Background: an optimization exercise with open tools, aiming at small area. Do not read the settings as production practice.
In this exercise RTL edits were held to simulation tests only and were not proved equivalent to the original.
Power figures rest on the tool's default switching activity, not on a simulated workload. No driver is modelled on the clock port, so clocking that relies on it looks cheaper here than on a real chip.

==> design/flow/design.v <==
module INTEL_8254(
    input clk,
    input rst,
    input CS,
    output [3:0] WIDTH,   
    output WSTB,          
    output reg OUT0,
    input wire GATE0
    );
    reg GATE0S;           
    reg flag;             
    reg [3:0] elem;       
    reg [3:0] counter;    
    wire toggle = GATE0 ^ GATE0S;
    always @(posedge clk, negedge rst)
        if (~rst) begin
            GATE0S <= 1;
            flag <= 0;
            elem <= 0;
            OUT0 <= 0;
        end
        else if (CS) begin
            GATE0S <= GATE0;
            if (toggle) begin
                flag <= 1;
                OUT0 <= flag && (elem != 4'd0);  
                elem <= (elem == 4'd9) ? 4'd0 : elem + 4'd1;
            end
            else
                OUT0 <= 0;
        end
        else
            OUT0 <= 0;  
    always @(posedge clk)
        if (CS)
            counter <= toggle ? 4'd1 : counter + 4'd1;
    assign WIDTH = counter;
    assign WSTB = CS && toggle;
endmodule
module INTEL_8237(
input clk,
input rst,
output [8:0] Address,
output [3:0] NextLow,   
output reg EOP,
output reg Wrapped,
output MEMW,
input  DREQ,
input  CS
);
reg [8:0] address;
wire [8:0] address_inc;
wire carry;
inc9 ainc (.a(address), .e(MEMW), .y(address_inc), .co(carry));  
assign MEMW = DREQ && CS;   
assign NextLow = address_inc[3:0];
always @ (posedge clk or negedge rst)  
    begin
      if(!rst)
        begin
          address <= 0;
          EOP <= 0;
          Wrapped <= 0;
        end
      else
        begin
          address <= address_inc;  
          if (MEMW)
            EOP <= (address == 98) ? 1:0;  
          if (carry) Wrapped <= 1;
        end
    end
assign Address = address;  
endmodule
module RAM(
input clk,
input rst,
input MEMW,             
input [8:0] waddr,
input stage,            
input [3:0] slot,       
input [3:0] wdata,
input [8:0] raddr,
output [3:0] rdata      
);
reg [8:0] phase;        
reg [8:0] head;         
wire [2047:0] ring;
wire [63:0] pr;         
wire [8:0] nphase = ~phase;
wire [8:0] d;                                  
add9 dadd (.a(head), .b(nphase), .y(d));
wire [4:0] m = waddr[4:0] - head[4:0];         
wire drain = (m != 5'd0) && (d[3:0] == 4'd0);  
wire [3:0] hdata = pr[7:4];                    
wire [31:0] insel, inseln;                     
dec32 idec (.en(drain), .a(d[8:4]), .y(insel), .yn(inseln));
wire [8:0] phase_inc, head_inc;
inc9 pinc (.a(phase), .e(1'b1), .y(phase_inc), .co());
inc9 hinc (.a(head), .e(drain), .y(head_inc), .co());
always @(posedge clk or negedge rst)
  if (!rst) begin
    phase <= 0;
    head <= 0;
  end else begin
    phase <= phase_inc;
    head <= head_inc;
  end
wire [3:0] wpos;
add4 wadd (.a(slot), .b(nphase[3:0]), .y(wpos));
wire [15:0] pbwe, pbwen;
dec16 wdec (.en(stage), .a(wpos), .y(pbwe), .yn(pbwen));
genvar g, b;
generate
  for (g = 0; g < 16; g = g + 1) begin : prw
    for (b = 0; b < 4; b = b + 1) begin : pb
      wire nx;
      ins_mux u (.s(pbwe[g]), .sn(pbwen[g]), .h(wdata[b]), .r(pr[4*((g+1)%16)+b]), .y(nx));
      reg w;
      always @(posedge clk)
        w <= nx;
      assign pr[4*g+b] = w;
    end
  end
  for (g = 0; g < 512; g = g + 1) begin : rw
    if (g % 16 == 0) begin : ins
      for (b = 0; b < 4; b = b + 1) begin : ib
        wire nx;
        ins_muxn u (.s(insel[g/16]), .sn(inseln[g/16]), .h(hdata[b] ^ ((g/16) % 2 == 1)),
                    .r(ring[4*((g+1)%512)+b]), .y(nx));
        reg w;
        always @(posedge clk)
          w <= nx;
        assign ring[4*g+b] = w;
      end
    end else begin : sh
      reg [3:0] w;
      always @(posedge clk)
        w <= ring[4*((g+1)%512) +: 4];
      assign ring[4*g +: 4] = w;
    end
  end
endgenerate
wire [8:0] q;
add9 qadd (.a(raddr), .b(nphase), .y(q));
wire [3:0] qoff = q[3:0] - d[3:0];
wire pend = (q[8:4] == d[8:4]) && (q[3:0] >= d[3:0]) && ({1'b0, qoff} < m);
wire [7:0] lsel, mseln, hseln;
dec8 ldec (.a(q[2:0]), .y(lsel));
dec8n mdec (.en(1'b1), .a(q[5:3]), .yn(mseln));
dec8n hdec (.en(~pend), .a(q[8:6]), .yn(hseln));
wire [1:0] pseln = ~({1'b0, pend} << q[3]);
wire rflip = q[4] & ~pend;   
genvar k, j;
generate
  for (b = 0; b < 4; b = b + 1) begin : rb
    wire [7:0] grp;
    for (j = 0; j < 8; j = j + 1) begin : gj
      wire [7:0] blk;
      for (k = 0; k < 8; k = k + 1) begin : bk
        wire [7:0] dd;
        for (g = 0; g < 8; g = g + 1) begin : bd
          assign dd[g] = ring[4*((64*j+8*k+g+1)%512)+b];
        end
        rd_blk u (.d(dd), .s(lsel), .gn(mseln[k]), .y(blk[k]));
      end
      rd_grp u (.y(blk), .gn(hseln[j]), .g(grp[j]));
    end
    wire [1:0] pblk;
    for (k = 0; k < 2; k = k + 1) begin : pk
      wire [7:0] dd;
      for (g = 0; g < 8; g = g + 1) begin : pd
        assign dd[g] = pr[4*((8*k+g+1)%16)+b];
      end
      rd_blk u (.d(dd), .s(lsel), .gn(pseln[k]), .y(pblk[k]));
    end
    assign rdata[b] = ((|grp) ^ rflip) | (|pblk);
  end
endgenerate
endmodule
module ins_mux(input s, input sn, input h, input r, output y);
assign y = (s & h) | (sn & r);
endmodule
module ins_muxn(input s, input sn, input h, input r, output y);
assign y = ~((s | r) & (sn | h));
endmodule
module rd_blk(
input [7:0] d,
input [7:0] s,
input gn,
output y
);
wire n0, n1;
ao222n g0 (.a(d[2:0]), .s(s[2:0]), .y(n0));
ao222n g1 (.a(d[5:3]), .s(s[5:3]), .y(n1));
rd_tail g2 (.n0(n0), .n1(n1), .a(d[7:6]), .s(s[7:6]), .gn(gn), .y(y));
endmodule
module ao222n(input [2:0] a, input [2:0] s, output y);
assign y = ~((a[0] & s[0]) | (a[1] & s[1]) | (a[2] & s[2]));
endmodule
module rd_tail(input n0, input n1, input [1:0] a, input [1:0] s, input gn, output y);
assign y = ~((n0 & n1 & ~((a[0] & s[0]) | (a[1] & s[1]))) | gn);
endmodule
module rd_grp(input [7:0] y, input gn, output g);
assign g = ~((~|y[3:0] & ~|y[7:4]) | gn);
endmodule
module add9(input [8:0] a, input [8:0] b, output [8:0] y);
wire [8:0] c;
ha1 h0 (.a(a[0]), .b(b[0]), .s(y[0]), .co(c[0]));
genvar i;
generate
  for (i = 1; i < 9; i = i + 1) begin : f
    fa1 u (.a(a[i]), .b(b[i]), .ci(c[i-1]), .s(y[i]), .co(c[i]));
  end
endgenerate
endmodule
module add4(input [3:0] a, input [3:0] b, output [3:0] y);
wire [3:0] c;
ha1 h0 (.a(a[0]), .b(b[0]), .s(y[0]), .co(c[0]));
genvar i;
generate
  for (i = 1; i < 4; i = i + 1) begin : f
    fa1 u (.a(a[i]), .b(b[i]), .ci(c[i-1]), .s(y[i]), .co(c[i]));
  end
endgenerate
endmodule
module inc9(input [8:0] a, input e, output [8:0] y, output co);
wire [9:0] c;
assign c[0] = e;
genvar i;
generate
  for (i = 0; i < 9; i = i + 1) begin : h
    ha1 u (.a(a[i]), .b(c[i]), .s(y[i]), .co(c[i+1]));
  end
endgenerate
assign co = c[9];
endmodule
module fa1(input a, input b, input ci, output s, output co);
assign {co, s} = a + b + ci;
endmodule
module ha1(input a, input b, output s, output co);
assign {co, s} = a + b;
endmodule
module dec8(input [2:0] a, output [7:0] y);
assign y = 8'd1 << a;
endmodule
module dec8n(input en, input [2:0] a, output [7:0] yn);
assign yn = ~({7'd0, en} << a);
endmodule
module dec16(input en, input [3:0] a, output [15:0] y, output [15:0] yn);
wire [3:0] lo_n = ~({3'd0, en} << a[1:0]);
wire [3:0] hi_n = ~(4'd1 << a[3:2]);
genvar i;
generate
  for (i = 0; i < 16; i = i + 1) begin : g
    nor2m u (.a(lo_n[i%4]), .b(hi_n[i/4]), .y(y[i]));
    invm v (.a(y[i]), .y(yn[i]));
  end
endgenerate
endmodule
module dec32(input en, input [4:0] a, output [31:0] y, output [31:0] yn);
wire [3:0] lo_n = ~({3'd0, en} << a[1:0]);
wire [7:0] hi_n = ~(8'd1 << a[4:2]);
genvar i;
generate
  for (i = 0; i < 32; i = i + 1) begin : g
    nor2m u (.a(lo_n[i%4]), .b(hi_n[i/4]), .y(y[i]));
    invm v (.a(y[i]), .y(yn[i]));
  end
endgenerate
endmodule
module nor2m(input a, input b, output y);
assign y = ~(a | b);
endmodule
module invm(input a, output y);
assign y = ~a;
endmodule
module barcode39(
input clk,
input rst_n,
input scan_en,
input scan_bit,
input mem_rd,
input [8:0] rd_addr,
output [7:0] rd_data,
output eop
);
wire wDREQ, wMEMW, wWrapped, wWSTB;
wire [3:0] wWIDTH, wNextLow;
wire [8:0] dma_address;
wire [3:0] mem_data;
INTEL_8254 Timer(
.clk(clk),
.rst(rst_n),
.CS(scan_en),
.WIDTH(wWIDTH),
.WSTB(wWSTB),
.OUT0(wDREQ),
.GATE0(scan_bit));
INTEL_8237 DMA_Unit(
.clk(clk),
.rst(rst_n),
.Address(dma_address),
.NextLow(wNextLow),
.EOP(eop),
.Wrapped(wWrapped),
.MEMW(wMEMW),
.DREQ(wDREQ),
.CS(!mem_rd));
RAM Buffer(
.clk(clk),
.rst(rst_n),
.MEMW(wMEMW),
.waddr(dma_address),
.stage(wWSTB),
.slot(wNextLow),
.wdata(wWIDTH),
.raddr(rd_addr),
.rdata(mem_data));
wire below;
lt9 cmp (.a(rd_addr), .b(dma_address), .y(below));
wire written = mem_rd && (wWrapped || below);
assign rd_data = {4'b0000, written ? mem_data : 4'b0000};
endmodule
module lt9(input [8:0] a, input [8:0] b, output y);
reg r;
integer i;
always @* begin
  r = 1'b0;
  for (i = 0; i < 9; i = i + 1)
    r = (~a[i] & b[i]) | (~(a[i] & ~b[i]) & r);
end
assign y = r;
endmodule
==> design/flow/flow/run.sh <==
#!/bin/bash
# Own layout flow: the standard flow (standard.sh: the standard synthesis
# and ORFS steps, unchanged), with two settings passed to the ORFS scripts:
#  - the port buffers are the smallest buffer, sky130_fd_sc_hd__buf_1;
#  - clock tree synthesis inserts no dummy loads and clusters up to 33
#    flip-flops within 70 um per clkbuf_16 leaf buffer.
# The whole output of the make run is kept in standard.log in this folder;
# ORFS keeps each step's own log under orfs/logs/.
set -euo pipefail
export BUFFER_PORTS_ARGS="-buffer_cell sky130_fd_sc_hd__buf_1"
export CTS_ARGS="-sink_clustering_enable -repair_clock_nets -sink_clustering_size 30 -sink_clustering_max_diameter 80 -buf_list sky130_fd_sc_hd__clkbuf_16 -dont_use_dummy_load"
bash standard.sh > standard.log 2>&1
==> design/flow/standard.sh <==
#!/bin/bash
# synth_recipe.tcl (not shown) runs the flow's synth.tcl, then flattens the netlist and writes it again
# the make line also repeats each setting of config.mk as NAME=value (left out here)
make -C /OpenROAD-flow-scripts/flow DESIGN_CONFIG=/design/flow/config.mk WORK_HOME=/design/flow/orfs CLKGATE_MAP_FILE= SYNTH_SCRIPT=/design/flow/synth_recipe.tcl "${@:-finish}"
==> design/flow/config.mk <==
export PLATFORM = sky130hd
export DESIGN_NAME = barcode39
export DESIGN_NICKNAME = barcode39
export VERILOG_FILES = /design/flow/design.v
export SDC_FILE = /design/flow/constraint.sdc
export NUM_CORES = 8
export LEC_CHECK = 0
export CAP_MARGIN = 30
export CORE_MARGIN = 2
export CORE_UTILIZATION = 75
export CTS_BUF_LIST = sky130_fd_sc_hd__clkbuf_16
export CTS_CLUSTER_DIAMETER = 130
export CTS_CLUSTER_SIZE = 31
export PLACE_DENSITY = 0.85
export SLEW_MARGIN = 30
export SYNTH_HIERARCHICAL = 1
==> design/flow/constraint.sdc <==
create_clock -name core_clock -period 20.0 [get_ports {clk}]
set_input_delay 4.0000 -clock core_clock [delete_from_list [all_inputs] [get_ports {clk}]]
set_output_delay 4.0000 -clock core_clock [all_outputs]
set_load 0.01 [all_outputs]
==> impl_metrics.json, run 1 <==
{
  "outcome": "timing/DRC/antenna clean",
  "dr.pass1.iters": 14,
  "drt_wl_total_um": 147000,
  "r2r_end": "Buffer.rw[448].ins.ib[0].w",
  "synth.largest_area_cell": "dfxtp_1",
  "setup_tns_ns": 0,
  "syn_area_per_cell_um2": 14.7,
  "synth_commonest_cells": "dfxtp_1, a222oi_1, a22oi_1, a31oi_1, o22ai_1",
  "ys_types": 60,
  "cp.required_ns": 16.00,
  "cts_post_setup_buffers_inserted": 0,
  "overflow": 0,
  "clk_latency_ns": 0.67,
  "num_vias": 37300,
  "grt_max_degree": 144,
  "cts.sinks": 2152,
  "synthCells": 3880,
  "peakVddDrop_uv": 212,
  "rows": 101,
  "hold_viol_final": 0,
  "relSlewSlack": 0.214,
  "syn_area_mm2": 0.0569,
  "crit_arrival_ns": 11.57,
  "hp-class": "reg2reg",
  "cts_resized": 0,
  "endpoint": "rd_data[3]",
  "dieWidth_um": 280,
  "io_pins": 23,
  "antenna_found_initial": 5,
  "r2r-start": "Buffer.phase[0]",
  "ys.flop_type": "dfxtp_1",
  "clk_pin_slew_ns": 0.10,
  "cts_made_buffers": 82,
  "path_max_fanout": 9,
  "stdcell_count": 5030,
  "finalPower_w": 0.0112,
  "cts_hold_buffers": 0,
  "synthXorXnorAreaFrac": 0.00277,
  "final_core_util": 0.807,
  "synthToLayoutAreaGrowth_pct": 7.09,
  "rsz0062_at_grt": "no",
  "start_kind": "input pin",
  "fin_worst_skew_ns": 0.0498,
  "port_buffers": 18,
  "start_util": 0.754,
  "setup.worst_path.class": "in2out",
  "die_area_mm2": 0.0782,
  "synth_most_common_cell": "dfxtp_1",
  "p_per_area_mw_per_mm2": 183,
  "n_fill_cell": 4011,
  "cp-end-kind": "output port",
  "stdcell_area_mm2": 0.0610,
  "nets": 4128,
  "synth_fa_ha_area_frac": 0.0170,
  "fmax_mhz": 64.2,
  "synth_warnings": 10,
  "dp_hpwl_um": 85100,
  "viasPerCell": 7.41,
  "coreArea_mm2": 0.0756,
  "synth_top_family_by_area": "compound AO/OA/AOI/OAI gates",
  "worst-r2r-setup-slack_ns": 13.88,
  "tritoncts": "done",
  "post_route_cells_drive_above_1_share": 0.0472,
  "dpl_cell_area_mm2": 0.0589,
  "maxCapViolCount": 0,
  "hold_depth": 0,
  "drc": 0,
  "die_h_um": 280,
  "cp-startpoint": "rd_addr[0]",
  "synth_simple_gate_area_share": 0.0233,
  "yosysSeqAreaShare": 0.760,
  "setup_violations": 0,
  "synth_compound_area_frac": 0.190,
  "synth_edf_count": 4,
  "placed_cells": 4945,
  "synth_area_leaders": "dfxtp_1, a222oi_1, a22oi_1, a31oi_1, dfrtp_1",
  "wl_per_cell_um": 29.3,
  "grt_pass1_wl_um": 225000,
  "post-route-period-util": 0.778,
  "place_congestion": 0.896,
  "async_reset_ff_frac": 0.0167,
  "cts_root_buffer": "clkbuf_16",
  "yosys.area.top_type_share": 0.742,
  "p_leak_nw": 23.3,
  "first_iter_violations": 6608,
  "grt_pass1_vias": 37400,
  "worstMarginPinSlew_ns": 1.17,
  "synth-seq-cells": 2152,
  "grt_usage": 0.373,
  "cts.htree.levels": 3,
  "rr_worst_depth": 14,
  "synth_mux_area_frac": 0.000395,
  "post-route-min-period_ns": 15.57,
  "cts_max_path_buffers": 3,
  "drtAntennaViolNets": 0,
  "slew_violations": 0
}
==> layout by cell type (no fill, tap or decap), types with 5 or more instances in the layout <==
cell       instances
xor2_1             8
nor3_1            13
nand2_1            8
a211oi_1           6
inv_1             84
buf_12             5
o22ai_1          129
nand3b_1           7
dfrtp_1           35
a21oi_1           39
buf_1             17
nor2_1            64
fa_1              21
nor4_1            56
buf_4             56
a31oi_1          265
nand3_1            8
or4_1              5
or3b_1             5
clkbuf_16         82
xnor2_1           10
ha_1              42
a22oi_1          265
conb_1            13
nand2b_1           8
dfxtp_1         2112
a222oi_1         528
nand4b_1           7
a22o_1            64
nor4_2             8
==> state kept, by name, indices dropped and copies added (netlist names) <==
name	count
Buffer.rw.sh.w	1920
DMA_Unit.Wrapped	1
Timer.OUT0	1
Buffer.head	9
DMA_Unit.EOP	1
Timer.GATE0S	1
Buffer.prw.pb.w	64
Buffer.rw.ins.ib.w	128
Timer.elem	4
Timer.flag	1
Timer.counter	4
Buffer.phase	9
DMA_Unit.address	9
==> per-stage QoR <==
stage | worst slack, ns | hold slack (ns)
after floorplan | 1.80 | 0.330
after global placement | 4.86 | 0.331
after detailed placement | 4.65 | 0.335
after CTS | 4.64 | 0.313
after global routing | 4.24 | 0.315
final | 4.43 | 0.310
==> report_power, final <==
part	internal (W)	total (W)	switching [W]
registers	0.00452	0.00467	0.000145
clock network	0.000743	0.00195	0.00120
logic	0.00165	0.00457	0.00292
==> per-module statistics from Yosys, one instance, submodules excluded, a selection <==
module      cell area [um^2]  cells  copies in the design  flip-flops and latches
ha1                     12.5      1                    30                       0
invm                    3.75      1                    48                       0
ins_mux                 8.76      1                    64                       0
dec32                   88.8     12                     1                       0
rd_grp                  17.5      3                    32                       0
dec16                   51.3      8                     1                       0
INTEL_8254               484     39                     1                      11
INTEL_8237               329     19                     1                      11
==> worst max-delay path: stages <==
cell       delay (ns)
buf_1            0.11
ha_1             0.22
fa_1             0.41
fa_1             0.42
fa_1             0.45
fa_1             0.41
fa_1             0.42
fa_1             0.40
fa_1             0.39
fa_1             0.68
xnor2_1          0.16
nand3_1          0.28
a211oi_1         0.43
inv_1            0.23
nand4bb_1        0.32
a21oi_1          0.14
or4_4            0.58
o211ai_2         0.24
inv_2            0.04
a221o_1          0.34
nor3_1           0.51
o211a_1          0.24
buf_1            0.14
==> cell type report <==
class	count	area (um^2)	share of cell area
sequential	2152	43300	0.710
multi-input combinational	1646	13400	0.221
clock buffer	82	2050	0.0336
tap	978	1220	0.0201
timing repair buffer	81	619	0.0102
inverter	88	330	0.00542
antenna	3	7.51	0.000123
==> layer usage <==
metal  GRT usage  vias up  wire length, um
li1            -    16000                -
met1       0.520    18400            57400
met2       0.571     2437            65900
met4       0.174        4             7040
met3      0.0731      411            17000
met5           0        -               27
==> worst min path at each step <==
stage	start	endpoint	slack, ns
6_report	Buffer.rw[309].sh.w[3]	Buffer.rw[308].sh.w[3]	0.31
2_1_floorplan	Buffer.rw[105].sh.w[0]	Buffer.rw[104].sh.w[0]	0.33
3_5_place_dp	Buffer.rw[487].sh.w[0]	Buffer.rw[486].sh.w[0]	0.34
5_1_grt	Buffer.rw[309].sh.w[2]	Buffer.rw[308].sh.w[2]	0.32
4_1_cts	Buffer.rw[309].sh.w[3]	Buffer.rw[308].sh.w[3]	0.31
3_3_place_gp	Buffer.rw[492].sh.w[3]	Buffer.rw[491].sh.w[3]	0.33
==> cells by family after synthesis <==
kind of cell | after synthesis
AO/OA/AOI/OAI | 1324
multiplexers | 2
XOR/XNOR | 18
AND/OR/NAND/NOR | 224
flip-flops | 2152
buffers and inverters | 93
other | 2
adder cells (fa/ha/maj) | 65
==> run 2: changes to the inputs <==
--- a/design/flow/flow/run.sh
+++ b/design/flow/flow/run.sh
@@ -9,4 +9,4 @@
 set -euo pipefail
 export BUFFER_PORTS_ARGS="-buffer_cell sky130_fd_sc_hd__buf_1"
-export CTS_ARGS="-sink_clustering_enable -repair_clock_nets -sink_clustering_size 30 -sink_clustering_max_diameter 80 -buf_list sky130_fd_sc_hd__clkbuf_16 -dont_use_dummy_load"
+export CTS_ARGS="-sink_clustering_enable -repair_clock_nets -sink_clustering_size 18 -sink_clustering_max_diameter 60 -buf_list sky130_fd_sc_hd__clkbuf_8 -dont_use_dummy_load"
 bash standard.sh > standard.log 2>&1
==> run 2 against run 1 <==
  * Clock power shrank 6%
  * Register-to-register slack lost 0.17 ns
  * Non-clock buffer count is the same
  * Final area shrank 0.24%
  * Critical path type unchanged
  * Largest cell class unchanged
==> impl_metrics.json, run 2 <==
{
  "rsz0062_at_grt": "no",
  "clk_latency_ns": 0.87,
  "dieWidth_um": 280,
  "place_congestion": 0.896,
  "grt_usage": 0.373,
  "cts_post_setup_buffers_inserted": 0,
  "layout_setup_ws_ns": 4.39,
  "hp-class": "reg2reg",
  "crit_arrival_ns": 11.61,
  "relSlewSlack": 0.223,
  "maxCapViolCount": 0,
  "async_reset_ff_frac": 0.0167,
  "cts_root_buffer": "clkbuf_8",
  "setup_violations": 0,
  "syn_area_mm2": 0.0569,
  "port_buffers": 18,
  "fin_worst_skew_ns": 0.0831,
  "synth.largest_area_cell": "dfxtp_1",
  "cts_resized": 0,
  "n_fill_cell": 4029,
  "cp-end-kind": "output port",
  "coreArea_mm2": 0.0756,
  "drc": 0,
  "p_leak_nw": 23.3,
  "yosys.area.top_type_share": 0.742,
  "p_per_area_mw_per_mm2": 182,
  "worstMarginPinSlew_ns": 1.15,
  "post-route-period-util": 0.780,
  "outcome": "timing/DRC/antenna clean",
  "ys_types": 60,
  "rows": 101,
  "peakVddDrop_uv": 228,
  "synthCells": 3880,
  "setup_tns_ns": 0,
  "largest_reg_flops": 1920,
  "setup.worst_path.class": "in2out",
  "final_core_util": 0.805,
  "grt_max_degree": 144,
  "post-route-min-period_ns": 15.61,
  "antenna_found_initial": 3,
  "drt_wl_total_um": 147000,
  "die_h_um": 280,
  "finalPower_w": 0.0111,
  "die_area_mm2": 0.0782,
  "cts.sinks": 2152,
  "nets": 4184,
  "ys.flop_type": "dfxtp_1",
  "fmax_mhz": 64.1,
  "grt_pass1_wl_um": 224000,
  "num_vias": 37200,
  "synth-seq-cells": 2152,
  "tritoncts": "done",
  "io_pins": 23,
  "hold_viol_final": 0,
  "yosysSeqAreaShare": 0.760,
  "slew_violations": 0,
  "dr.pass1.iters": 17,
  "largest_register": "Buffer.rw.sh.w",
  "path_max_fanout": 9,
  "first_iter_violations": 6631,
  "wl_per_cell_um": 28.8,
  "overflow": 0,
  "synth_commonest_cells": "dfxtp_1, a222oi_1, a22oi_1, a31oi_1, o22ai_1",
  "dpl_cell_area_mm2": 0.0589,
  "reg_top3": "Buffer.rw.sh.w x1920, Buffer.rw.ins.ib.w x128, Buffer.prw.pb.w x64",
  "dp_hpwl_um": 85100,
  "viasPerCell": 7.31,
  "pre_cts_slack_ns": 4.65,
  "synth_edf_count": 4,
  "synth_area_leaders": "dfxtp_1, a222oi_1, a22oi_1, a31oi_1, dfrtp_1",
  "start_util": 0.754,
  "post_route_cells_drive_above_1_share": 0.0602,
  "synthToLayoutAreaGrowth_pct": 6.83,
  "grt_pass1_vias": 37700,
  "syn_area_per_cell_um2": 14.7,
  "cts_max_path_buffers": 3,
  "cts_hold_buffers": 0,
  "final_common_cell": "dfxtp_1",
  "cts_made_buffers": 138,
  "stdcell_area_mm2": 0.0608,
  "cts.htree.levels": 4,
  "clk_pin_slew_ns": 0.10,
  "synth_warnings": 10,
  "drtAntennaViolNets": 0,
  "final_cell_mix": "dfxtp_1, a222oi_1, a31oi_1, a22oi_1, clkbuf_8",
  "cp.required_ns": 16.00,
  "synth_most_common_cell": "dfxtp_1",
  "start_kind": "input pin"
}
-- run 2: modules after synthesis, one instance, submodules excluded, a selection --
| module | flip-flops and latches | cells |
|---|---|---|
| dec8 | 0 | 8 |
| INTEL_8237 | 11 | 19 |
| fa1 | 0 | 1 |
| rd_tail | 0 | 2 |
| barcode39 | 0 | 10 |
| INTEL_8254 | 11 | 39 |
| ao222n | 0 | 1 |
| rd_grp | 0 | 3 |
-- run 2: where the power goes --
| group | total, W | internal (W) | switching (W) |
|---|---|---|---|
| clock | 0.00184 | 0.000624 | 0.00121 |
| sequential | 0.00467 | 0.00452 | 0.000143 |
| combinational | 0.00455 | 0.00165 | 0.00290 |
-- run 2: cell families after synthesis --
group / Yosys count / share of synthesized area
flops: 2152 / 0.760
other cells: 2 / 0.000132
compound gates: 1324 / 0.190
xor+xnor: 18 / 0.00277
simple gates: 224 / 0.0233
mux: 2 / 0.000395
fa+ha+maj: 65 / 0.0170
buf+inv: 93 / 0.00642
-- run 2: final timing paths --
path                                        start                          to  slack, ns  cells after the start
setup / recovery                       rd_addr[0]                  rd_data[0]       4.39                     23
hold / removal             Buffer.rw[411].sh.w[0]      Buffer.rw[410].sh.w[0]       0.29                      0
setup reg to reg                  Buffer.phase[0]  Buffer.rw[448].ins.ib[0].w      13.71                     14
hold reg to reg            Buffer.rw[411].sh.w[0]      Buffer.rw[410].sh.w[0]       0.29                      0
max in group asynchronous                   rst_n              Buffer.head[3]      16.51                      1
min in group asynchronous                   rst_n               Timer.elem[0]       3.12                      1
-- run 2: through the flow --
step | cells | hold WS, ns
after global placement | 4943 | 0.331
after detailed placement | 4945 | 0.335
after CTS | 5083 | 0.291
after global routing | 5084 | 0.285
final | 5088 | 0.291
after floorplan | 3891 | 0.330
-- run 2: worst max-delay path, cell delays in order --
cell,delay (ns)
buf_1,0.11
ha_1,0.22
fa_1,0.41
fa_1,0.41
fa_1,0.46
fa_1,0.41
fa_1,0.43
fa_1,0.40
fa_1,0.39
fa_1,0.70
xnor2_1,0.16
nand3_1,0.27
a211oi_1,0.43
inv_1,0.23
nand4bb_1,0.31
a21oi_1,0.07
or4_1,0.63
o211ai_2,0.23
inv_2,0.05
a221o_1,0.35
nor3_1,0.54
o211a_1,0.25
buf_1,0.15
-- run 2: final cells by class --
class / instances / area, um^2 / share of cell area
clock buffer: 138 / 1900 / 0.0312
multi-input combinational: 1646 / 13400 / 0.221
timing repair buffer: 81 / 622 / 0.0102
antenna: 5 / 12.5 / 0.000206
sequential: 2152 / 43300 / 0.712
inverter: 88 / 330 / 0.00543
tap: 978 / 1220 / 0.0201
-- run 2: metal layers --
| layer | vias up | routed length (um) | GRT usage |
|---|---|---|---|
| li1 | 16100 | - | - |
| met1 | 18300 | 57800 | 0.520 |
| met2 | 2362 | 65300 | 0.562 |
| met3 | 453 | 16500 | 0.0784 |
| met4 | 0 | 7150 | 0.177 |
| met5 | - | 0 | 0 |
==> run 3: changes to the inputs <==
--- a/design/flow/flow/run.sh
+++ b/design/flow/flow/run.sh
@@ -9,4 +9,4 @@
 set -euo pipefail
 export BUFFER_PORTS_ARGS="-buffer_cell sky130_fd_sc_hd__buf_1"
-export CTS_ARGS="-sink_clustering_enable -repair_clock_nets -sink_clustering_size 18 -sink_clustering_max_diameter 60 -buf_list sky130_fd_sc_hd__clkbuf_8 -dont_use_dummy_load"
+export CTS_ARGS="-sink_clustering_enable -repair_clock_nets -sink_clustering_size 18 -sink_clustering_max_diameter 60 -buf_list sky130_fd_sc_hd__clkbuf_4 -sink_clustering_buffer sky130_fd_sc_hd__clkbuf_8 -dont_use_dummy_load"
 bash standard.sh > standard.log 2>&1
==> run 3 against run 2 <==
  * Cell count about the same
  * Synthesized cell count unchanged
  * Wire length decreased by 0.83%
  * First-iteration DRC count decreased by 9.0%
  * Global-route usage decreased by 0.25 points
  * Largest power group unchanged
==> impl_metrics.json, run 3 <==
{
  "worstMarginPinSlew_ns": 1.15,
  "coreArea_mm2": 0.0756,
  "nets": 4184,
  "stdcell_area_mm2": 0.0607,
  "synth_edf_count": 4,
  "grt_usage": 0.370,
  "cp_slowest_cell": "fa_1",
  "slowest_delay_ns": 0.69,
  "switching_share": 0.386,
  "cts_hold_buffers": 0,
  "yosys.area.top_type_share": 0.742,
  "path_max_fanout": 9,
  "cts.sinks": 2152,
  "drt_wl_total_um": 146000,
  "synth-seq-cells": 2152,
  "dpl_cell_area_mm2": 0.0589,
  "final_cell_mix": "dfxtp_1, a222oi_1, a31oi_1, a22oi_1, o22ai_1",
  "dr.pass1.iters": 15,
  "cts_resized": 0,
  "fin_worst_skew_ns": 0.118,
  "hp-class": "reg2reg",
  "grt_pass1_vias": 37500,
  "synth.largest_area_cell": "dfxtp_1",
  "dieWidth_um": 280,
  "worst-r2r-setup-slack_ns": 13.88,
  "post_route_cells_drive_above_1_share": 0.0599,
  "yosysSeqAreaShare": 0.760,
  "die_area_mm2": 0.0782,
  "crit_arrival_ns": 11.65,
  "antenna_found_initial": 5,
  "cts_max_path_buffers": 3,
  "hold_viol_final": 0,
  "ys_types": 60,
  "post-route-period-util": 0.782,
  "crit_path_frequent_cell": "fa_1",
  "synthToLayoutAreaGrowth_pct": 6.63,
  "post-route-min-period_ns": 15.65,
  "clk_pin_slew_ns": 0.10,
  "num_vias": 37100,
  "relSlewSlack": 0.229,
  "p_leak_nw": 23.2,
  "reg_top3": "Buffer.rw.sh.w x1920, Buffer.rw.ins.ib.w x128, Buffer.prw.pb.w x64",
  "drtAntennaViolNets": 0,
  "wl_per_cell_um": 28.6,
  "synth_warnings": 10,
  "largest_register": "Buffer.rw.sh.w",
  "syn_area_per_cell_um2": 14.7,
  "drc": 0,
  "power_frac_clock": 0.163,
  "clk_latency_ns": 1.14,
  "cts.htree.levels": 4,
  "cp_cell_sequence": "buf_1 -> ha_1 -> fa_1 -> fa_1 -> fa_1 -> fa_1 -> fa_1 -> fa_1 -> fa_1 -> fa_1 -> xnor2_1 -> nand3_1 -> a211oi_1 -> inv_1 -> nand4bb_1 -> a21oi_1 -> or4_4 -> o211ai_2 -> inv_2 -> a221o_1 -> nor3_1 -> o211a_1 -> buf_1",
  "slew_violations": 0,
  "seqPwrFrac": 0.424,
  "placed_cells": 4945,
  "setup_violations": 0,
  "setup.worst_path.class": "in2out",
  "comb_power_share": 0.413,
  "async_reset_ff_frac": 0.0167,
  "cts_made_buffers": 138,
  "setup_tns_ns": 0,
  "rows": 101,
  "synth_commonest_cells": "dfxtp_1, a222oi_1, a22oi_1, a31oi_1, o22ai_1",
  "power_switching_w": 0.00425,
  "start_kind": "input pin",
  "grt_pass1_wl_um": 222000,
  "cp-end-kind": "output port",
  "syn_area_mm2": 0.0569,
  "cts_root_buffer": "clkbuf_4",
  "outcome": "timing/DRC/antenna clean",
  "critPathBufInv": 4,
  "place_congestion": 0.896,
  "grt_max_degree": 144,
  "synth_most_common_cell": "dfxtp_1",
  "tritoncts": "done",
  "critPathTopFamily": "adder cells",
  "io_pins": 23,
  "stdcell_count": 5089,
  "fmax_mhz": 63.9,
  "largest_reg_flops": 1920,
  "p_per_area_mw_per_mm2": 181,
  "ys.flop_type": "dfxtp_1",
  "peakVddDrop_uv": 228,
  "cts_post_setup_buffers_inserted": 0,
  "synth_area_leaders": "dfxtp_1, a222oi_1, a22oi_1, a31oi_1, dfrtp_1",
  "start_util": 0.754,
  "synthCells": 3880,
  "die_h_um": 280,
  "viasPerCell": 7.29,
  "first_iter_violations": 6032,
  "p_int_w": 0.00675,
  "dp_hpwl_um": 85100,
  "maxCapViolCount": 0,
  "final_common_cell": "dfxtp_1",
  "port_buffers": 18,
  "rsz0062_at_grt": "no",
  "cp.required_ns": 16.00,
  "overflow": 0
}
## run 3: cell counts after synthesis
Identical to the previous run, type by type.
## run 3: worst paths after layout
path	from	endpoint	depth (start not counted)
max in group asynchronous	rst_n	Buffer.head[3]	1
hold reg to reg	Buffer.rw[411].sh.w[0]	Buffer.rw[410].sh.w[0]	0
setup / recovery	rd_addr[0]	rd_data[2]	23
min in group asynchronous	rst_n	Buffer.phase[8]	1
hold / removal	Buffer.rw[411].sh.w[0]	Buffer.rw[410].sh.w[0]	0
setup reg to reg	Buffer.phase[0]	Buffer.rw[448].ins.ib[0].w	14
## run 3: area by class of cell
type / instances / area, um^2
tap: 978 / 1220
inverter: 88 / 330
timing repair buffer: 81 / 619
clock buffer: 138 / 1790
sequential: 2152 / 43300
fill: 4072 / 14800
antenna: 6 / 15.0
multi-input combinational: 1646 / 13400
## run 3: power by group through the flow
stage / combinational (W) / sequential [W] / clock, W
final: 0.00454 / 0.00467 / 0.00179
after global routing: 0.00474 / 0.00469 / 0.00194
after CTS: 0.00437 / 0.00466 / 0.00179
after detailed placement: 0.00435 / 0.00476 / 0
after global placement: 0.00425 / 0.00474 / 0
after floorplan: 0.00307 / 0.00472 / 0
## run 3: metrics by stage
step                      setup slack, ns  power, W   util  hold WS, ns
after floorplan                      1.80   0.00779      -        0.330
after global placement               4.86   0.00900  0.779        0.331
after detailed placement             4.65   0.00910  0.780        0.335
after CTS                            4.64    0.0108  0.803        0.242
after global routing                 4.23    0.0114  0.803        0.239
final                                4.35    0.0110  0.804        0.251
## run 3: kinds of logic after synthesis
kind of cell / share of synthesized area
DFF: 0.760
AOI/OAI and AO/OA: 0.190
and+or+nand+nor: 0.0233
buffers and inverters: 0.00642
adders and majority gates: 0.0170
xor gates and xnor gates: 0.00277
other: 0.000132
muxes: 0.000395
## run 3: Yosys stat by module (local to each module, per instance), excerpt
module / copies in the design / cells inside / area, um^2 / flops+latches
INTEL_8237: 1 / 19 / 329 / 11
INTEL_8254: 1 / 39 / 484 / 11
RAM: 1 / 2258 / 43600 / 2130
ao222n: 528 / 1 / 10.0 / 0
dec16: 1 / 8 / 51.3 / 0
dec32: 1 / 12 / 88.8 / 0
dec8n: 2 / 8 / 76.3 / 0
fa1: 19 / 1 / 20.0 / 0
ha1: 30 / 1 / 12.5 / 0
ins_mux: 64 / 1 / 8.76 / 0
ins_muxn: 128 / 1 / 6.26 / 0
lt9: 1 / 21 / 149 / 0
nor2m: 48 / 1 / 3.75 / 0
rd_grp: 32 / 3 / 17.5 / 0
rd_tail: 264 / 2 / 13.8 / 0
## run 3: routing by layer
metal | track usage | wire length (um) | part of all wire | vias to the layer above
met3 | 0.0818 | 17300 | 0.12 | 387
met2 | 0.560 | 64800 | 0.45 | 2344
met1 | 0.517 | 56900 | 0.39 | 18300
met5 | 0 | 32 | 0.00022 | -
met4 | 0.165 | 6540 | 0.045 | 4
li1 | - | - | - | 16100
==> run 4: changes to the inputs <==
--- a/design/flow/flow/run.sh
+++ b/design/flow/flow/run.sh
@@ -9,4 +9,4 @@
 set -euo pipefail
 export BUFFER_PORTS_ARGS="-buffer_cell sky130_fd_sc_hd__buf_1"
-export CTS_ARGS="-sink_clustering_enable -repair_clock_nets -sink_clustering_size 18 -sink_clustering_max_diameter 60 -buf_list sky130_fd_sc_hd__clkbuf_4 -sink_clustering_buffer sky130_fd_sc_hd__clkbuf_8 -dont_use_dummy_load"
+export CTS_ARGS="-sink_clustering_enable -repair_clock_nets -sink_clustering_size 33 -sink_clustering_max_diameter 70 -buf_list sky130_fd_sc_hd__clkbuf_16 -dont_use_dummy_load"
 bash standard.sh > standard.log 2>&1
==> run 4 against run 3 <==
  * Largest power group unchanged
  * Final area grew 0.19%
  * Via count is 0.52% lower
  * Clock skew down 0.057 ns
  * Still clean on timing, DRC and antenna
  * Synthesized cell count is the same
  * Cell count decreased by 1.2%
==> impl_metrics.json, run 4 <==
{
  "post-route-period-util": 0.780,
  "cp.required_ns": 16.00,
  "drt_wl_total_um": 146000,
  "synth_most_common_cell": "dfxtp_1",
  "yosysSeqAreaShare": 0.760,
  "synthCells": 3880,
  "coreArea_mm2": 0.0756,
  "hp-class": "reg2reg",
  "slowest_delay_ns": 0.70,
  "drtAntennaViolNets": 0,
  "synth_warnings": 10,
  "cp_cell_sequence": "buf_1 -> ha_1 -> fa_1 -> fa_1 -> fa_1 -> fa_1 -> fa_1 -> fa_1 -> fa_1 -> fa_1 -> xnor2_1 -> nand3_1 -> a211oi_1 -> inv_1 -> nand4bb_1 -> a21oi_1 -> or4_4 -> o211ai_2 -> inv_2 -> a221o_1 -> nor3_1 -> o211a_1 -> buf_1",
  "cts.sinks": 2152,
  "async_reset_ff_frac": 0.0167,
  "final_common_cell": "dfxtp_1",
  "synth_area_leaders": "dfxtp_1, a222oi_1, a22oi_1, a31oi_1, dfrtp_1",
  "ys.flop_type": "dfxtp_1",
  "p_per_area_mw_per_mm2": 182,
  "grt_pass1_vias": 37000,
  "rsz0062_at_grt": "no",
  "dr.pass1.iters": 11,
  "drc": 0,
  "yosys.area.top_type_share": 0.742,
  "grt_usage": 0.369,
  "crit_arrival_ns": 11.61,
  "first_iter_violations": 6433,
  "r2r-start": "Buffer.phase[0]",
  "wl_per_cell_um": 29.0,
  "cp-end-kind": "output port",
  "synth_compound_area_frac": 0.190,
  "clk_pin_slew_ns": 0.11,
  "grt_max_degree": 144,
  "outcome": "timing/DRC/antenna clean",
  "whs_endpoint": "Buffer.rw[308].sh.w[2]",
  "die_area_mm2": 0.0782,
  "reg_top3": "Buffer.rw.sh.w x1920, Buffer.rw.ins.ib.w x128, Buffer.prw.pb.w x64",
  "cp_slowest_cell": "fa_1",
  "relSlewSlack": 0.263,
  "cp-startpoint": "rd_addr[0]",
  "crit_path_frequent_cell": "fa_1",
  "viasPerCell": 7.34,
  "largest_register": "Buffer.rw.sh.w",
  "tritoncts": "done",
  "clk_latency_ns": 0.69,
  "synth_fa_ha_area_frac": 0.0170,
  "cts.htree.levels": 3,
  "worst-r2r-setup-slack_ns": 13.70,
  "cts_resized": 0,
  "synth_mux_area_frac": 0.000395,
  "critPathBufInv": 4,
  "overflow": 0,
  "cts_post_setup_buffers_inserted": 0,
  "cts_hold_buffers": 0,
  "fmax_mhz": 64.1,
  "syn_area_mm2": 0.0569,
  "grt_pass1_wl_um": 222000,
  "synthXorXnorAreaFrac": 0.00277,
  "dieWidth_um": 280,
  "worstMarginPinSlew_ns": 1.09,
  "peakVddDrop_uv": 225,
  "die_h_um": 280,
  "num_vias": 36900,
  "maxCapViolCount": 0,
  "cts_max_path_buffers": 3,
  "fin_worst_skew_ns": 0.0612,
  "dp_hpwl_um": 85100,
  "synth_edf_count": 4,
  "synth_simple_gate_area_share": 0.0233,
  "start_kind": "input pin",
  "io_pins": 23,
  "placed_cells": 4945,
  "port_buffers": 18,
  "cts_root_buffer": "clkbuf_16",
  "r2r_end": "Buffer.rw[448].ins.ib[0].w",
  "synth.largest_area_cell": "dfxtp_1",
  "p_leak_nw": 23.2,
  "hold_depth": 0,
  "nets": 4122,
  "post-route-min-period_ns": 15.61,
  "path_max_fanout": 9,
  "critPathTopFamily": "adder cells",
  "synth-seq-cells": 2152,
  "synthToLayoutAreaGrowth_pct": 6.83,
  "synth_commonest_cells": "dfxtp_1, a222oi_1, a22oi_1, a31oi_1, o22ai_1",
  "setup_tns_ns": 0,
  "largest_reg_flops": 1920,
  "rr_worst_depth": 14,
  "setup_violations": 0,
  "hold_viol_final": 0,
  "stdcell_count": 5026,
  "hold_start": "Buffer.rw[309].sh.w[2]",
  "rows": 101,
  "cts_made_buffers": 76,
  "final_cell_mix": "dfxtp_1, a222oi_1, a31oi_1, a22oi_1, o22ai_1",
  "ys_types": 60,
  "post_route_cells_drive_above_1_share": 0.0458,
  "syn_area_per_cell_um2": 14.7,
  "setup.worst_path.class": "in2out",
  "synth_top_family_by_area": "compound AO/OA/AOI/OAI gates",
  "slew_violations": 0,
  "place_congestion": 0.896,
  "start_util": 0.754,
  "antenna_found_initial": 5
}
-- run 4: layout make-up --
type | instances | area, um^2
well taps | 978 | 1220
repair buffers | 81 | 619
flip-flops and latches | 2152 | 43300
multi-input cells | 1646 | 13400
inverters | 88 | 330
fillers | 4059 | 14700
clock buffers | 76 | 1900
diodes | 5 | 12.5
-- run 4: worst max-delay path by stage --
| stage | to | cells after the start | slack [ns] |
|---|---|---|---|
| 6_report | rd_data[2] | 23 | 4.39 |
| 5_1_grt | rd_data[2] | 23 | 4.22 |
| 4_1_cts | rd_data[2] | 23 | 4.64 |
| 3_5_place_dp | rd_data[2] | 23 | 4.65 |
| 3_3_place_gp | rd_data[3] | 23 | 4.86 |
| 2_1_floorplan | rd_data[0] | 13 | 1.80 |
-- run 4: power breakdown --
| part | total [W] | internal [W] | switching, W | leakage (nW) |
|---|---|---|---|---|
| Combinational | 0.00455 | 0.00165 | 0.00290 | 4.60 |
| Sequential | 0.00467 | 0.00452 | 0.000143 | 17.7 |
| Clock | 0.00188 | 0.000693 | 0.00119 | 0.937 |
| Total | 0.0111 | 0.00686 | 0.00423 | 23.2 |
-- run 4: cells by family after synthesis --
| logic type | count (synthesis) |
|---|---|
| muxes | 2 |
| DFF | 2152 |
| and+or+nand+nor | 224 |
| AOI/OAI and AO/OA | 1324 |
| buffers and inverters | 93 |
| xor gates and xnor gates | 18 |
| other | 2 |
| adders and majority gates | 65 |
-- run 4: worst reg2reg max path, delay by kind of cell (launching register included) --
kind                       cells  cell delay (ns)
buffers and inverters          2             0.25
adders and majority gates      9             4.10
AOI/OAI and AO/OA              1             0.63
DFF                            1             0.37
and+or+nand+nor                2             0.78
-- run 4: routing by layer --
metal | routed length, um | track usage
met4 | 6640 | 0.166
met5 | 26 | 0
met3 | 16600 | 0.0706
met2 | 65600 | 0.565
met1 | 57100 | 0.515
-- run 4: modules after synthesis (local to each module, per instance), a selection --
module      times used  area, um^2  flops+latches  cells inside
INTEL_8237           1         329             11            19
dec32                1        88.8              0            12
barcode39            1        77.6              0            10
dec8n                2        76.3              0             8
dec16                1        51.3              0             8
rd_grp              32        17.5              0             3
rd_tail            264        13.8              0             2
ha1                 30        12.5              0             1
ins_muxn           128        6.26              0             1
-- run 4: through the flow --
step | worst slack (ns) | power, W | hold WS, ns | cell area, um^2 | utilization
finish | 4.39 | 0.0111 | 0.296 | 60800 | 0.805
CTS | 4.64 | 0.0109 | 0.300 | 60800 | 0.805
global route | 4.22 | 0.0115 | 0.296 | 60800 | 0.805
global placement | 4.86 | 0.00900 | 0.331 | 58900 | 0.779
detailed placement | 4.65 | 0.00910 | 0.335 | 58900 | 0.780
floorplan | 1.80 | 0.00779 | 0.330 | 57000 | -
==> run 5: changes to the inputs <==
==> design/flow/flow/run.sh (replaced) <==
#!/bin/bash
# Own layout flow: the standard flow (standard.sh: the standard synthesis
# and ORFS steps, unchanged), with two settings passed to the ORFS scripts:
#  - the port buffers are the smallest buffer, sky130_fd_sc_hd__buf_1;
#  - clock tree synthesis inserts no dummy loads and clusters up to 10
#    flip-flops within 40 um per clkbuf_4 buffer.
# The whole output of the make run is kept in standard.log in this folder;
# ORFS keeps each step's own log under orfs/logs/.
set -euo pipefail
export BUFFER_PORTS_ARGS="-buffer_cell sky130_fd_sc_hd__buf_1"
export CTS_ARGS="-sink_clustering_enable -repair_clock_nets -sink_clustering_size 10 -sink_clustering_max_diameter 40 -buf_list sky130_fd_sc_hd__clkbuf_4 -dont_use_dummy_load"
bash standard.sh > standard.log 2>&1
==> run 5 against run 4 <==
  * Global-route usage up 0.12 points
  * Synthesized area unchanged
  * Critical path depth unchanged
  * Register-to-register slack better by 0.24 ns
  * Largest cell class unchanged
  * Total power down 1.1%
  * Combinational power about the same
  * Flip-flop and latch count unchanged
  * Highest routed layer unchanged
  * Critical endpoint is now rd_data[1]
  * Die area unchanged
  * Clock-buffer cell count up 160
  * Fmax up 0.30%
  * First-iteration DRC count down 3.6%
==> impl_metrics.json, run 5 <==
{
  "outcome": "timing/DRC/antenna clean",
  "cp-startpoint": "rd_addr[0]",
  "antenna_found_initial": 6,
  "grt_pass1_vias": 38100,
  "peakVddDrop_uv": 227,
  "synth_edf_count": 4,
  "rsz0062_at_grt": "no",
  "cts_max_path_buffers": 3,
  "fmax_mhz": 64.3,
  "drtAntennaViolNets": 0,
  "yosys.area.top_type_share": 0.742,
  "yosysSeqAreaShare": 0.760,
  "clk_pin_slew_ns": 0.10,
  "place_congestion": 0.896,
  "post-route-min-period_ns": 15.56,
  "dieWidth_um": 280,
  "io_pins": 23,
  "cts_root_buffer": "clkbuf_4",
  "final_common_cell": "dfxtp_1",
  "setup_tns_ns": 0,
  "setup.worst_path.class": "in2out",
  "syn_area_per_cell_um2": 14.7,
  "timing.hold.ws_ns": 0.259,
  "worstMarginPinSlew_ns": 1.12,
  "start_util": 0.754,
  "rr_worst_depth": 14,
  "start_kind": "input pin",
  "slew_violations": 0,
  "synthCells": 3880,
  "post_route_cells_drive_above_1_share": 0.0816,
  "cts.sinks": 2152,
  "cts_resized": 0,
  "port_buffers": 18,
  "critPathBufInv": 4,
  "crit_arrival_ns": 11.56,
  "viasPerCell": 7.22,
  "worst-path-stages": 23,
  "endpoint": "rd_data[1]",
  "cp.required_ns": 16.00,
  "coreArea_mm2": 0.0756,
  "slowest_delay_ns": 0.69,
  "synth-seq-cells": 2152,
  "final_cell_mix": "dfxtp_1, a222oi_1, a31oi_1, a22oi_1, clkbuf_4",
  "tritoncts": "done",
  "worst-r2r-setup-slack_ns": 13.94,
  "cts_post_setup_buffers_inserted": 0,
  "die_h_um": 280,
  "hold_viol_final": 0,
  "fin_worst_skew_ns": 0.118,
  "drc": 0,
  "power_frac_clock": 0.163,
  "p_int_w": 0.00671,
  "cp_slowest_cell": "fa_1",
  "grt_max_degree": 144,
  "num_vias": 37500,
  "async_reset_ff_frac": 0.0167,
  "drt_wl_total_um": 146000,
  "synth_commonest_cells": "dfxtp_1, a222oi_1, a22oi_1, a31oi_1, o22ai_1",
  "crit_path_frequent_cell": "fa_1",
  "cts.htree.levels": 4,
  "dr.pass1.iters": 14,
  "first_iter_violations": 6201,
  "cts_hold_buffers": 0,
  "syn_area_mm2": 0.0569,
  "rows": 101,
  "reg_top3": "Buffer.rw.sh.w x1920, Buffer.rw.ins.ib.w x128, Buffer.prw.pb.w x64",
  "path_max_fanout": 9,
  "r2r_end": "Buffer.rw[448].ins.ib[0].w",
  "grt_pass1_wl_um": 222000,
  "overflow": 0,
  "synth_warnings": 10,
  "p_per_area_mw_per_mm2": 181,
  "r2r-start": "Buffer.phase[0]",
  "ys_types": 60,
  "setup_violations": 0,
  "switching_share": 0.388,
  "relSlewSlack": 0.244,
  "comb_power_share": 0.412,
  "synthToLayoutAreaGrowth_pct": 6.60,
  "synth.largest_area_cell": "dfxtp_1",
  "critPathTopFamily": "adder cells",
  "wl_per_cell_um": 28.0,
  "power_switching_w": 0.00426,
  "synth_most_common_cell": "dfxtp_1",
  "largest_register": "Buffer.rw.sh.w",
  "cp-end-kind": "output port",
  "largest_reg_flops": 1920,
  "ys.flop_type": "dfxtp_1",
  "cp_cell_sequence": "buf_1 -> ha_1 -> fa_1 -> fa_1 -> fa_1 -> fa_1 -> fa_1 -> fa_1 -> fa_1 -> fa_1 -> xnor2_1 -> nand3_1 -> a211oi_1 -> inv_1 -> nand4bb_1 -> a21oi_1 -> or4_1 -> o211ai_2 -> inv_2 -> a221o_1 -> nor3_1 -> o211a_1 -> buf_1",
  "clk_latency_ns": 1.21,
  "die_area_mm2": 0.0782,
  "p_leak_nw": 23.3,
  "post-route-period-util": 0.778,
  "dp_hpwl_um": 85100,
  "synth_area_leaders": "dfxtp_1, a222oi_1, a22oi_1, a31oi_1, dfrtp_1",
  "seqPwrFrac": 0.425,
  "maxCapViolCount": 0,
  "cts_made_buffers": 236,
  "hp-class": "reg2reg",
  "nets": 4282,
  "grt_usage": 0.370
}
==> run 5: cell counts after synthesis <==
No cell type changed its count.
==> run 5: area by class of cell <==
type	count	area [um^2]
inverter	88	330
tap	978	1220
timing repair buffer	81	619
fill	4101	14900
sequential	2152	43300
antenna	10	25.0
clock buffer	236	1770
multi-input combinational	1646	13400
==> run 5: worst min-delay path by stage <==
stage,startpoint,cells past startpoint,slack (ns),end
2_1_floorplan,Buffer.rw[105].sh.w[0],0,0.33,Buffer.rw[104].sh.w[0]
3_3_place_gp,Buffer.rw[492].sh.w[3],0,0.33,Buffer.rw[491].sh.w[3]
3_5_place_dp,Buffer.rw[487].sh.w[0],0,0.34,Buffer.rw[486].sh.w[0]
4_1_cts,Buffer.rw[196].sh.w[1],0,0.24,Buffer.rw[195].sh.w[1]
5_1_grt,Buffer.rw[196].sh.w[1],0,0.27,Buffer.rw[195].sh.w[1]
6_report,Buffer.rw[85].sh.w[0],0,0.26,Buffer.rw[84].sh.w[0]
==> run 5: kinds of logic (layout without fill, tap and decap cells) <==
logic type,Yosys count,in the layout,share of synthesized area
mux,2,2,0.000395
flops,2152,2152,0.760
simple gates,224,224,0.0233
fa+ha+maj,65,65,0.0170
compound gates,1324,1324,0.190
other cells,2,23,0.000132
xor+xnor,18,18,0.00277
buf+inv,93,405,0.00642
==> run 5: metrics by stage <==
stage | instances | total power [W] | instance area, um^2 | setup slack [ns] | utilization
detailed placement | 4945 | 0.00910 | 58900 | 4.65 | 0.780
floorplan | 3891 | 0.00779 | 57000 | 1.80 | -
CTS | 5181 | 0.0108 | 60700 | 4.64 | 0.803
global placement | 4943 | 0.00900 | 58900 | 4.86 | 0.779
finish | 5191 | 0.0110 | 60700 | 4.44 | 0.803
global route | 5185 | 0.0114 | 60700 | 4.24 | 0.803
==> run 5: Yosys stat by module, one instance, submodules excluded, excerpt <==
module      cells  copies in the design  flops+latches  cell area (um^2)
ha1             1                    30              0              12.5
dec8            8                     1              0              65.1
INTEL_8237     19                     1             11               329
rd_tail         2                   264              0              13.8
ins_mux         1                    64              0              8.76
nor2m           1                    48              0              3.75
fa1             1                    19              0              20.0
dec32          12                     1              0              88.8
ao222n          1                   528              0              10.0
RAM          2258                     1           2130             43600
ins_muxn        1                   128              0              6.26
dec16           8                     1              0              51.3
invm            1                    48              0              3.75
barcode39      10                     1              0              77.6
==> run 5: power by group through the flow <==
stage          logic, W  registers [W]  clock network, W
2_1_floorplan   0.00307        0.00472                 0
3_3_place_gp    0.00425        0.00474                 0
3_5_place_dp    0.00435        0.00476                 0
4_1_cts         0.00437        0.00466           0.00179
5_1_grt         0.00473        0.00469           0.00195
6_report        0.00452        0.00466           0.00179
==> run 5: worst reg2reg max path, delay by kind of cell (launching register included) <==
kind | cells | cell delay, ns
buffers and inverters | 2 | 0.25
adder cells (fa/ha/maj) | 9 | 4.02
AO/OA/AOI/OAI | 1 | 0.58
flip-flops | 1 | 0.36
AND/OR/NAND/NOR | 2 | 0.71
==> run 5: metal layers <==
layer  vias up  GRT usage  wire [um]
li1      16400          -          -
met1     18400      0.508      57500
met2      2331      0.559      65300
met3       406     0.0904      16500
met4         4      0.172       6260
met5         -          0         26
==> run 6: changes to the inputs <==
--- a/design/flow/design.v
+++ b/design/flow/design.v
@@ -97,5 +97,5 @@
 dec32 idec (.en(drain), .a(d[8:4]), .y(insel), .yn(inseln));
 wire [8:0] phase_inc, head_inc;
-inc9 pinc (.a(phase), .e(1'b1), .y(phase_inc), .co());
+inc9c pinc (.a(phase), .y(phase_inc));
 inc9 hinc (.a(head), .e(drain), .y(head_inc), .co());
 always @(posedge clk or negedge rst)
@@ -148,5 +148,5 @@
 wire [7:0] lsel, mseln, hseln;
 dec8 ldec (.a(q[2:0]), .y(lsel));
-dec8n mdec (.en(1'b1), .a(q[5:3]), .yn(mseln));
+dec8m mdec (.a(q[5:3]), .yn(mseln));
 dec8n hdec (.en(~pend), .a(q[8:6]), .yn(hseln));
 wire [1:0] pseln = ~({1'b0, pend} << q[3]);
@@ -225,4 +225,15 @@
 endgenerate
 endmodule
+module inc9c(input [8:0] a, output [8:0] y);
+wire [9:0] c;
+assign y[0] = ~a[0];
+assign c[1] = a[0];
+genvar i;
+generate
+  for (i = 1; i < 9; i = i + 1) begin : h
+    ha1 u (.a(a[i]), .b(c[i]), .s(y[i]), .co(c[i+1]));
+  end
+endgenerate
+endmodule
 module inc9(input [8:0] a, input e, output [8:0] y, output co);
 wire [9:0] c;
@@ -245,4 +256,7 @@
 assign y = 8'd1 << a;
 endmodule
+module dec8m(input [2:0] a, output [7:0] yn);
+assign yn = ~(8'd1 << a);
+endmodule
 module dec8n(input en, input [2:0] a, output [7:0] yn);
 assign yn = ~({7'd0, en} << a);
==> design/flow/flow/run.sh (replaced) <==
#!/bin/bash
# Own layout flow: the standard flow (standard.sh: the standard synthesis
# and ORFS steps, unchanged), with two settings passed to the ORFS scripts:
#  - the port buffers are the smallest buffer, sky130_fd_sc_hd__buf_1;
#  - clock tree synthesis inserts no dummy loads, clusters up to 18
#    flip-flops within 60 um per clkbuf_8 leaf buffer, and builds the tree
#    above the leaves from clkbuf_4.
# The whole output of the make run is kept in standard.log in this folder;
# ORFS keeps each step's own log under orfs/logs/.
set -euo pipefail
export BUFFER_PORTS_ARGS="-buffer_cell sky130_fd_sc_hd__buf_1"
export CTS_ARGS="-sink_clustering_enable -repair_clock_nets -sink_clustering_size 18 -sink_clustering_max_diameter 60 -buf_list sky130_fd_sc_hd__clkbuf_4 -sink_clustering_buffer sky130_fd_sc_hd__clkbuf_8 -dont_use_dummy_load"
bash standard.sh > standard.log 2>&1
==> run 6 against run 5 <==
  * Clock skew down 0.0083 ns
  * Via count decreased by 0.21%
  * Cell count down 2.2%
  * Largest cell class unchanged
  * Critical endpoint is now rd_data[2]
==> impl_metrics.json, run 6 <==
{
  "outcome": "timing/DRC/antenna clean",
  "synth_commonest_cells": "dfxtp_1, a222oi_1, a22oi_1, a31oi_1, o22ai_1",
  "switching_share": 0.262,
  "syn_area_per_cell_um2": 14.7,
  "grt_usage": 0.371,
  "p_int_w": 0.00528,
  "synthXorXnorAreaFrac": 0.00277,
  "relSlewSlack": 0.249,
  "place_congestion": 0.885,
  "p_per_area_mw_per_mm2": 118,
  "worstMarginPinSlew_ns": 1.12,
  "p_leak_nw": 23.2,
  "die_h_um": 279,
  "start_util": 0.753,
  "first_iter_violations": 6161,
  "grt_max_degree": 159,
  "synthCells": 3879,
  "die_area_mm2": 0.0781,
  "final_cell_mix": "dfxtp_1, a222oi_1, a31oi_1, a22oi_1, o22ai_1",
  "largest_reg_flops": 1920,
  "rows": 101,
  "tritoncts": "done",
  "peakVddDrop_uv": 80.3,
  "setup_tns_ns": 0,
  "synth_simple_gate_area_share": 0.0231,
  "post-route-period-util": 0.789,
  "cp_slowest_cell": "or4_1",
  "dieWidth_um": 279,
  "async_reset_ff_frac": 0.0167,
  "synth_mux_area_frac": 0.000396,
  "dr.pass1.iters": 14,
  "synth_area_leaders": "dfxtp_1, a222oi_1, a22oi_1, a31oi_1, dfrtp_1",
  "cp_cell_sequence": "buf_1 -> ha_1 -> fa_1 -> fa_1 -> fa_1 -> fa_1 -> fa_1 -> fa_1 -> fa_1 -> fa_1 -> xnor2_1 -> nand3_1 -> a211oi_1 -> inv_1 -> nand4bb_1 -> a21oi_1 -> or4_1 -> o211ai_2 -> inv_2 -> a221o_1 -> nor3_1 -> o211a_1 -> buf_1",
  "drtAntennaViolNets": 0,
  "yosysSeqAreaShare": 0.761,
  "drt_wl_total_um": 146000,
  "synthToLayoutAreaGrowth_pct": 6.62,
  "antenna_found_initial": 10,
  "grt_pass1_wl_um": 223000,
  "start_kind": "input pin",
  "yosys.area.top_type_share": 0.743,
  "synth_fa_ha_area_frac": 0.0168,
  "post_route_cells_drive_above_1_share": 0.0598,
  "cts_resized": 0,
  "synth-seq-cells": 2152,
  "setup_violations": 0,
  "dp_hpwl_um": 84900,
  "grt_pass1_vias": 38000,
  "setup.worst_path.class": "in2out",
  "coreArea_mm2": 0.0756,
  "synth_edf_count": 4,
  "rsz0062_at_grt": "no",
  "io_pins": 23,
  "viasPerCell": 7.37,
  "power_frac_clock": 0.250,
  "cts_root_buffer": "clkbuf_4",
  "placed_cells": 4934,
  "final_common_cell": "dfxtp_1",
  "crit_path_frequent_cell": "fa_1",
  "synth_warnings": 10,
  "cp.required_ns": 16.00,
  "synth.largest_area_cell": "dfxtp_1",
  "reg_top3": "Buffer.rw.sh.w x1920, Buffer.rw.ins.ib.w x128, Buffer.prw.pb.w x64",
  "wl_per_cell_um": 28.8,
  "ys_types": 60,
  "crit_arrival_ns": 11.77,
  "syn_area_mm2": 0.0569,
  "n_fill_cell": 4141,
  "synth_top_family_by_area": "compound AO/OA/AOI/OAI gates",
  "cts.sinks": 2152,
  "nets": 4172,
  "post-route-min-period_ns": 15.77,
  "fmax_mhz": 63.4,
  "clk_latency_ns": 1.10,
  "largest_register": "Buffer.rw.sh.w",
  "path_max_fanout": 9,
  "cp-end-kind": "output port",
  "cts_max_path_buffers": 3,
  "overflow": 0,
  "slowest_delay_ns": 0.68,
  "power_switching_w": 0.00188,
  "cts_made_buffers": 138,
  "maxCapViolCount": 0,
  "cts_post_setup_buffers_inserted": 0,
  "fin_worst_skew_ns": 0.109,
  "slew_violations": 0,
  "hp-class": "reg2reg",
  "clk_pin_slew_ns": 0.11,
  "cts.htree.levels": 4,
  "synth_compound_area_frac": 0.190,
  "comb_power_share": 0.127,
  "ys.flop_type": "dfxtp_1",
  "port_buffers": 18,
  "hold_viol_final": 0,
  "stdcell_count": 5079,
  "synth_most_common_cell": "dfxtp_1",
  "drc": 0,
  "num_vias": 37400,
  "seqPwrFrac": 0.624,
  "cts_hold_buffers": 0
}
## run 6: final cells by class
cell class                      instances  area (um^2)  share of cell area
Sequential cell                      2152        43300               0.714
Multi-Input combinational cell       1636        13400               0.220
Clock buffer                          138         1790              0.0295
Tap cell                              978         1220              0.0202
Timing Repair Buffer                   79          643              0.0106
Inverter                               89          334             0.00550
Antenna cell                            7         17.5            0.000289
## run 6: layer usage
| layer | track usage | share of wire | up-vias |
|---|---|---|---|
| met5 | 0 | 0.00029 | - |
| met4 | 0.188 | 0.052 | 6 |
| met3 | 0.0859 | 0.11 | 456 |
| met2 | 0.560 | 0.44 | 2427 |
| met1 | 0.508 | 0.39 | 18500 |
| li1 | - | - | 16100 |
## run 6: worst max-delay path: cells and delay by family
kind | cells | cell delay, ns
adder cells (fa/ha/maj) | 9 | 3.77
AND/OR/NAND/NOR | 4 | 1.78
AO/OA/AOI/OAI | 5 | 1.45
buffers and inverters | 4 | 0.58
XOR/XNOR | 1 | 0.16
## run 6: per-stage QoR
stage | power (W) | setup slack (ns) | instance area [um^2] | hold WS (ns) | utilization
after CTS | 0.00713 | 4.55 | 60700 | 0.267 | 0.803
after floorplan | 0.00509 | 1.80 | 57000 | 0.330 | -
final | 0.00716 | 4.23 | 60700 | 0.292 | 0.803
after global routing | 0.00736 | 4.11 | 60700 | 0.287 | 0.803
after detailed placement | 0.00543 | 4.56 | 58900 | 0.334 | 0.779
after global placement | 0.00541 | 4.62 | 58800 | 0.332 | 0.779
## run 6: Yosys stat by module (local to each module, per instance), excerpt
module,cells,flip-flops and latches
RAM,2257,2130
INTEL_8254,39,11
INTEL_8237,19,11
dec8m,8,0
rd_grp,3,0
rd_tail,2,0
## run 6: path summary, 6_finish.rpt
path / startpoint / to / slack [ns] / cells after the start
min in group asynchronous: rst_n / DMA_Unit.address[8] / 3.04 / 1
max: rd_addr[0] / rd_data[2] / 4.23 / 23
max reg2reg: Buffer.phase[0] / Buffer.rw[64].ins.ib[0].w / 13.89 / 14
max in group asynchronous: rst_n / Buffer.phase[6] / 16.37 / 1
min reg2reg: Buffer.rw[116].sh.w[1] / Buffer.rw[115].sh.w[1] / 0.29 / 0
min: Buffer.rw[116].sh.w[1] / Buffer.rw[115].sh.w[1] / 0.29 / 0
## run 6: logic make-up (layout without fill, tap and decap cells)
family	count (synthesis)	count (layout)
and+or+nand+nor	224	224
DFF	2152	2152
buffers and inverters	94	306
other	1	11
AOI/OAI and AO/OA	1324	1324
xor gates and xnor gates	18	18
muxes	2	2
adders and majority gates	64	64
## run 6: power by group through the flow
stage | sequential [W] | combinational (W) | clock [W]
3_5_place_dp | 0.00456 | 0.000864 | 0
3_3_place_gp | 0.00456 | 0.000849 | 0
2_1_floorplan | 0.00455 | 0.000538 | 0
5_1_grt | 0.00448 | 0.000944 | 0.00194
4_1_cts | 0.00446 | 0.000870 | 0.00179
6_report | 0.00447 | 0.000907 | 0.00179

[separate check: timing with driven ports]
The results above use ideal ports. As a check the final layouts listed here were re-extracted and re-timed, cells and wires unchanged.
Step 1, drivers: a clkbuf_16 drives clk and a buf_2 each remaining input, both assumed.
Step 2, shift: input delay + t, output delay - t, t = (earliest + latest rising clock arrival at the registers) / 2. This alone moves slack from input paths to output paths.
a / b / c = ideal / step 1 / step 2; a / b = the first two.
run | t (ns) | slack for setup (ns) | worst slew at a driven data input, ns
run 1 | 0.721 | 4.435 / 4.408 / 4.408 | 0.03
run 2 | 0.899 | 4.392 / 4.363 / 4.363 | 0.03
run 3 | 1.139 | 4.352 / 4.326 / 4.326 | 0.04
run 4 | 0.730 | 4.395 / 4.369 / 4.369 | 0.04
run 5 | 1.196 | 4.441 / 4.415 / 4.415 | 0.03
run 6 | 1.115 | 4.227 / 4.205 / 4.205 | 0.04
After both steps every run listed still meets setup and hold. For run 2, which loses most, drivers alone change the setup slack by -0.029 ns; drivers and shift together by -0.029 ns.
